This is an optimization exercise on Yosys and OpenROAD, whose aim is small area, not a production implementation.
RTL that was checked went through simulation tests only; none was proved equivalent to the original.
The clock port is modelled as an ideal driver; clocking choices that lean on that would not hold on a real chip.
No activity file was given, so power comes from the tool's default toggle rates.

// UART_TOP
module UART_TOP #(parameter data_bits=8)(sys_clk,rst,data_in,start_btn,tx,tx_done,rx,data_out,rx_done,AN,display_out);
input sys_clk,rst,start_btn;
input [data_bits-1:0] data_in;
input rx;
output tx,tx_done,rx_done;
output[data_bits-1:0] data_out;
output [7:0]AN,display_out;
wire tx_start;
wire baud_tick;
DEBOUNCER DEBOUNCING_CKT(sys_clk,start_btn,tx_start);
BAUD_RATE_GEN BAUD_GEN(sys_clk,rst,baud_tick);
UART_TX TRANSMITTER(sys_clk,rst,baud_tick,tx_start,data_in,tx,tx_done);
UART_RX RECEIVER(sys_clk,rst,rx,baud_tick,rx_done,data_out);
MULTI_SEG_DISP SEVEN_SEG_DISP(sys_clk,rst,data_in,data_out,AN,display_out);
endmodule
For scale: ~350 cells after synthesis, about 39 I/O pins, roughly 3500 um^2 of cells after synthesis.
Settings: LEC_CHECK=0, CAP_MARGIN=20, CORE_MARGIN=2, CORE_UTILIZATION=60, PLACE_DENSITY=0.7, SLEW_MARGIN=20; clock period 10.0 ns.
standard.sh (not shown) runs the stock make flow with config.mk's settings and CLKGATE_MAP_FILE= SYNTH_SCRIPT=/design/flow/synth_recipe.tcl, a recipe that flattens the netlist after the stock synthesis.
==> flow/flow/run.sh <==
#!/bin/bash
# Own layout flow: the standard flow with three changes.
#  1. After the standard synthesis, the combinational gates are re-mapped for
#     area with yosys/ABC (resyn.tcl with the ABC scripts area*.abc): a few
#     rounds, each trying every script on the smallest netlist so far and
#     keeping the smallest result. Every register instance of the standard
#     synthesis is kept unchanged (name, cell type, nets).
#  2. Port buffers are sky130_fd_sc_hd__buf_1 (every input and output port
#     still gets its own buffer).
#  3. CTS inserts no dummy clock loads.
# Each tool's full output goes to a log file in this folder.
set -euo pipefail
WORK=$(pwd)
RES=$WORK/orfs/results/$FLOW_PLATFORM/UART_TOP/base
LIB=$FLOW_HOME/platforms/$FLOW_PLATFORM/lib/sky130_fd_sc_hd__tt_025C_1v80.lib
YOSYS=$FLOW_HOME/../tools/install/yosys/bin/yosys
[ -x "$YOSYS" ] || YOSYS=yosys

bash standard.sh synth > $WORK/log_1_standard_synth.log 2>&1

cp $RES/1_2_yosys.v $WORK/resyn_0.v
area_of() { grep "Chip area" "$1" | tail -1 | awk '{print $NF}'; }
best=$WORK/resyn_0.v
bestarea=1e9
n=0
for round in 1 2 3; do
  start=$best
  for s in $WORK/flow/area*.abc; do
    n=$((n+1))
    LIB=$LIB NETLIST=$start TOP=$FLOW_TOP ABC_SCRIPT=$s OUTNET=$WORK/resyn_$n.v \
      $YOSYS -c $WORK/flow/resyn.tcl > $WORK/log_2_resyn_yosys_$n.log 2>&1 || continue
    a=$(area_of $WORK/log_2_resyn_yosys_$n.log)
    [ -n "$a" ] || continue
    echo "round $round $(basename $s) from $(basename $start): $a" >> $WORK/log_2_resyn_summary.log
    if awk -v a="$a" -v b="$bestarea" 'BEGIN { exit !(a < b) }'; then
      best=$WORK/resyn_$n.v; bestarea=$a
    fi
  done
  [ "$best" = "$start" ] && break
done
echo "chosen $(basename $best): $bestarea" >> $WORK/log_2_resyn_summary.log
cp $best $RES/1_2_yosys.v
rm -f $RES/1_synth.odb $RES/1_synth.sdc

export BUFFER_PORTS_ARGS="-buffer_cell sky130_fd_sc_hd__buf_1"
export CTS_ARGS="-sink_clustering_enable -repair_clock_nets -dont_use_dummy_load"
bash standard.sh > $WORK/log_3_standard_layout.log 2>&1
Other scripts of this flow, unchanged in this note and not shown: flow/flow/area1.abc, flow/flow/area2.abc, flow/flow/area3.abc, flow/flow/area4.abc, flow/flow/resyn.tcl
The first run finished with timing, DRC and antenna clean.
Rerun with:
--- a/flow/flow/run.sh
+++ b/flow/flow/run.sh
@@ -9,3 +9,5 @@
 #     still gets its own buffer).
-#  3. CTS inserts no dummy clock loads.
+#  3. CTS inserts no dummy clock loads, and clkdown.tcl then downsizes the
+#     clock buffers that can be smaller while every flip-flop clock-pin slew
+#     stays at most 105 ps.
 # Each tool's full output goes to a log file in this folder.
@@ -46,2 +48,3 @@
 export CTS_ARGS="-sink_clustering_enable -repair_clock_nets -dont_use_dummy_load"
+export POST_CTS_TCL=$WORK/flow/clkdown.tcl
 bash standard.sh > $WORK/log_3_standard_layout.log 2>&1
==> flow/flow/clkdown.tcl (new file) <==
proc clk_pin_worst_slew {} {
  estimate_parasitics -placement
  set w 0
  foreach p [all_registers -clock_pins] {
    set s [get_property $p slew_max]
    if { $s > $w } { set w $s }
  }
  return $w
}
set limit 0.105
set bufs [concat [get_cells clkbuf_3*] [get_cells clkbuf_2*] [get_cells clkbuf_1*]]
foreach inst $bufs {
  set orig [get_property $inst ref_name]
  if { $orig ne "sky130_fd_sc_hd__clkbuf_8" } { continue }
  replace_cell $inst sky130_fd_sc_hd__clkbuf_4
  set w [clk_pin_worst_slew]
  if { $w > $limit } {
    replace_cell $inst $orig
    puts "clkdown: [get_name $inst] stays $orig (would give $w)"
  } else {
    puts "clkdown: [get_name $inst] -> sky130_fd_sc_hd__clkbuf_4 (worst $w)"
  }
}
puts "clkdown: worst clock-pin slew [clk_pin_worst_slew]"
- CORE_UTILIZATION: 60 -> 85
- PLACE_DENSITY: 0.7 -> 0.92
Cell area fell by 0.84%.
Count of clock-buffer cells in the layout is unchanged.
Register-to-register slack got worse by 0.60 ns.
Rerun with:
- CORE_UTILIZATION: 85 -> 60
- PLACE_DENSITY: 0.92 -> 0.7
Clock-buffer cell count does not change.
Die area came out higher by 39%.
Routed wire length falls by 48%.
Cell area goes up by 0.69%.
Sequential share of layout area is lower by 0.40 points.
Rerun with:
--- a/flow/flow/run.sh
+++ b/flow/flow/run.sh
@@ -9,5 +9,3 @@
 #     still gets its own buffer).
-#  3. CTS inserts no dummy clock loads, and clkdown.tcl then downsizes the
-#     clock buffers that can be smaller while every flip-flop clock-pin slew
-#     stays at most 105 ps.
+#  3. CTS inserts no dummy clock loads.
 # Each tool's full output goes to a log file in this folder.
@@ -48,3 +46,2 @@
 export CTS_ARGS="-sink_clustering_enable -repair_clock_nets -dont_use_dummy_load"
-export POST_CTS_TCL=$WORK/flow/clkdown.tcl
 bash standard.sh > $WORK/log_3_standard_layout.log 2>&1
- CAP_MARGIN: 20 -> 0
- SLEW_MARGIN: 20 -> 0
removed: flow/flow/clkdown.tcl
Power went up by 0.94%.
Setup slack loses 0.011 ns.
Sequential power barely changes.
Wire length went up by 1.0%.
Sequential share of layout area barely changes.

main:
UART_TOP, a different RTL version from the one above (not shown whole).
Size in the first run: ~360 cells after synthesis, about 3500 sq um of cells after synthesis.
export LEC_CHECK = 0
export CAP_MARGIN = 20
export CORE_MARGIN = 2
export CORE_UTILIZATION = 80
export PLACE_DENSITY = 0.9
export SLEW_MARGIN = 20
create_clock -name core_clock -period 10.0 [get_ports {sys_clk}]
==> flow/flow/run.sh <==
#!/bin/bash
# Own layout flow: the standard flow with three changes.
#  1. After the standard synthesis, the combinational gates are re-mapped for
#     area with yosys/ABC (resyn.tcl, area.abc). Every register instance of
#     the standard synthesis is kept unchanged (name, cell type, nets).
#  2. Port buffers are sky130_fd_sc_hd__buf_1 (every input and output port
#     still gets its own buffer).
#  3. CTS inserts no dummy clock loads.
# Each tool's full output goes to a log file in this folder.
set -euo pipefail
WORK=$(pwd)
RES=$WORK/orfs/results/$FLOW_PLATFORM/UART_TOP/base
LIB=$FLOW_HOME/platforms/$FLOW_PLATFORM/lib/sky130_fd_sc_hd__tt_025C_1v80.lib
YOSYS=$FLOW_HOME/../tools/install/yosys/bin/yosys
[ -x "$YOSYS" ] || YOSYS=yosys

bash standard.sh synth > $WORK/log_1_standard_synth.log 2>&1

cp $RES/1_2_yosys.v $WORK/standard_1_2_yosys.v
LIB=$LIB NETLIST=$WORK/standard_1_2_yosys.v TOP=$FLOW_TOP ABC_SCRIPT=$WORK/flow/area.abc \
  OUTNET=$WORK/resyn_1_2_yosys.v $YOSYS -c $WORK/flow/resyn.tcl > $WORK/log_2_resyn_yosys.log 2>&1
cp $WORK/resyn_1_2_yosys.v $RES/1_2_yosys.v
rm -f $RES/1_synth.odb $RES/1_synth.sdc

export BUFFER_PORTS_ARGS="-buffer_cell sky130_fd_sc_hd__buf_1"
export CTS_ARGS="-sink_clustering_enable -repair_clock_nets -dont_use_dummy_load"
bash standard.sh > $WORK/log_3_standard_layout.log 2>&1
==> flow/flow/area.abc <==
strash
balance
rewrite
refactor
balance
rewrite
rewrite -z
balance
refactor -z
rewrite -z
balance
dch -f
amap
==> flow/flow/resyn.tcl <==
# Re-map the combinational logic of the standard synthesis netlist for area.
# Every register instance of the standard synthesis is kept as it is (same
# instance, cell type and nets); only the gates between registers change.
set lib $::env(LIB)
set net $::env(NETLIST)
yosys read_liberty -ignore_miss_func $lib
yosys blackbox sky130_fd_sc_hd__df* sky130_fd_sc_hd__edf* sky130_fd_sc_hd__sdf* sky130_fd_sc_hd__dl* sky130_fd_sc_hd__conb_1
yosys read_verilog $net
yosys hierarchy -top $::env(TOP)
yosys stat -liberty $lib
yosys flatten
yosys opt_clean -purge
yosys abc -liberty $lib -script $::env(ABC_SCRIPT) -dont_use *probe* -dont_use *lpflow* -dont_use *clkdly* -dont_use *dlygate* -dont_use *clkbuf* -dont_use *clkinv* -dont_use *dlymetal*
yosys opt_clean -purge
yosys hierarchy -top $::env(TOP) -purge_lib
yosys stat -liberty $lib
yosys write_verilog -noattr -nohex -nodec $::env(OUTNET)
The final layout from main, which completed every stage, passed the timing, DRC and antenna checks at the end of the flow.
> inputs changed (main -> the feature branch)
-- flow/config.mk --
<<< main, line 8
export CAP_MARGIN = 20
export CORE_MARGIN = 2
export CORE_UTILIZATION = 80
export PLACE_DENSITY = 0.9
export SLEW_MARGIN = 20
>>> the feature branch, line 8
export CAP_MARGIN = 20
export CORE_MARGIN = 2
export CORE_UTILIZATION = 60
export PLACE_DENSITY = 0.7
export SLEW_MARGIN = 20
--- outcome ---
Having completed the whole flow, the feature branch delivered a layout that passed the timing, DRC and antenna checks.
The feature branch against main: routed wire length per instance dropped about 15%, sequential share of layout area dropped 0.38 points, power dropped about 1.3%.
[compare] base=main new=the feature branch: routed wire length went down; maximum frequency went up.
No functional check of the RTL was part of any run of this note.

==> what the ideal ports hide <==
The results above use ideal ports. As a check the final layouts listed here were re-extracted and re-timed, cells and wires unchanged.
Step 1 (the two cells are an assumption about what drives the block):
set clk [get_ports {sys_clk}]
set_driving_cell -lib_cell sky130_fd_sc_hd__clkbuf_16 $clk
set_driving_cell -lib_cell sky130_fd_sc_hd__buf_2 [delete_from_list [all_inputs] $clk]
Step 2 also shifts input and output timing later by t, the mid clock arrival at the registers, as if the neighbouring blocks saw the same clock.
Three values: no drivers, after step 1, after step 2; two values: the first two.
run	t (ns)	setup slack, ns	worst hold slack (ns)
the first run of note 1	0.370	6.336 / 6.308 / 6.678	0.331 / 0.331 / 0.331
the second run of note 1	0.399	5.847 / 5.816 / 5.871	0.335 / 0.335 / 0.335
the third run of note 1	0.379	6.347 / 6.319 / 6.698	0.330 / 0.330 / 0.330
the fourth run of note 1	0.370	6.336 / 6.308 / 6.678	0.331 / 0.331 / 0.331
main	0.385	6.254 / 6.224 / 6.258	0.328 / 0.328 / 0.328
the feature branch	0.371	6.343 / 6.312 / 6.313	0.327 / 0.327 / 0.327
After both steps every run listed still meets setup and hold. For the feature branch, which loses most, drivers alone change the setup slack by -0.031 ns; drivers and shift together by -0.030 ns.
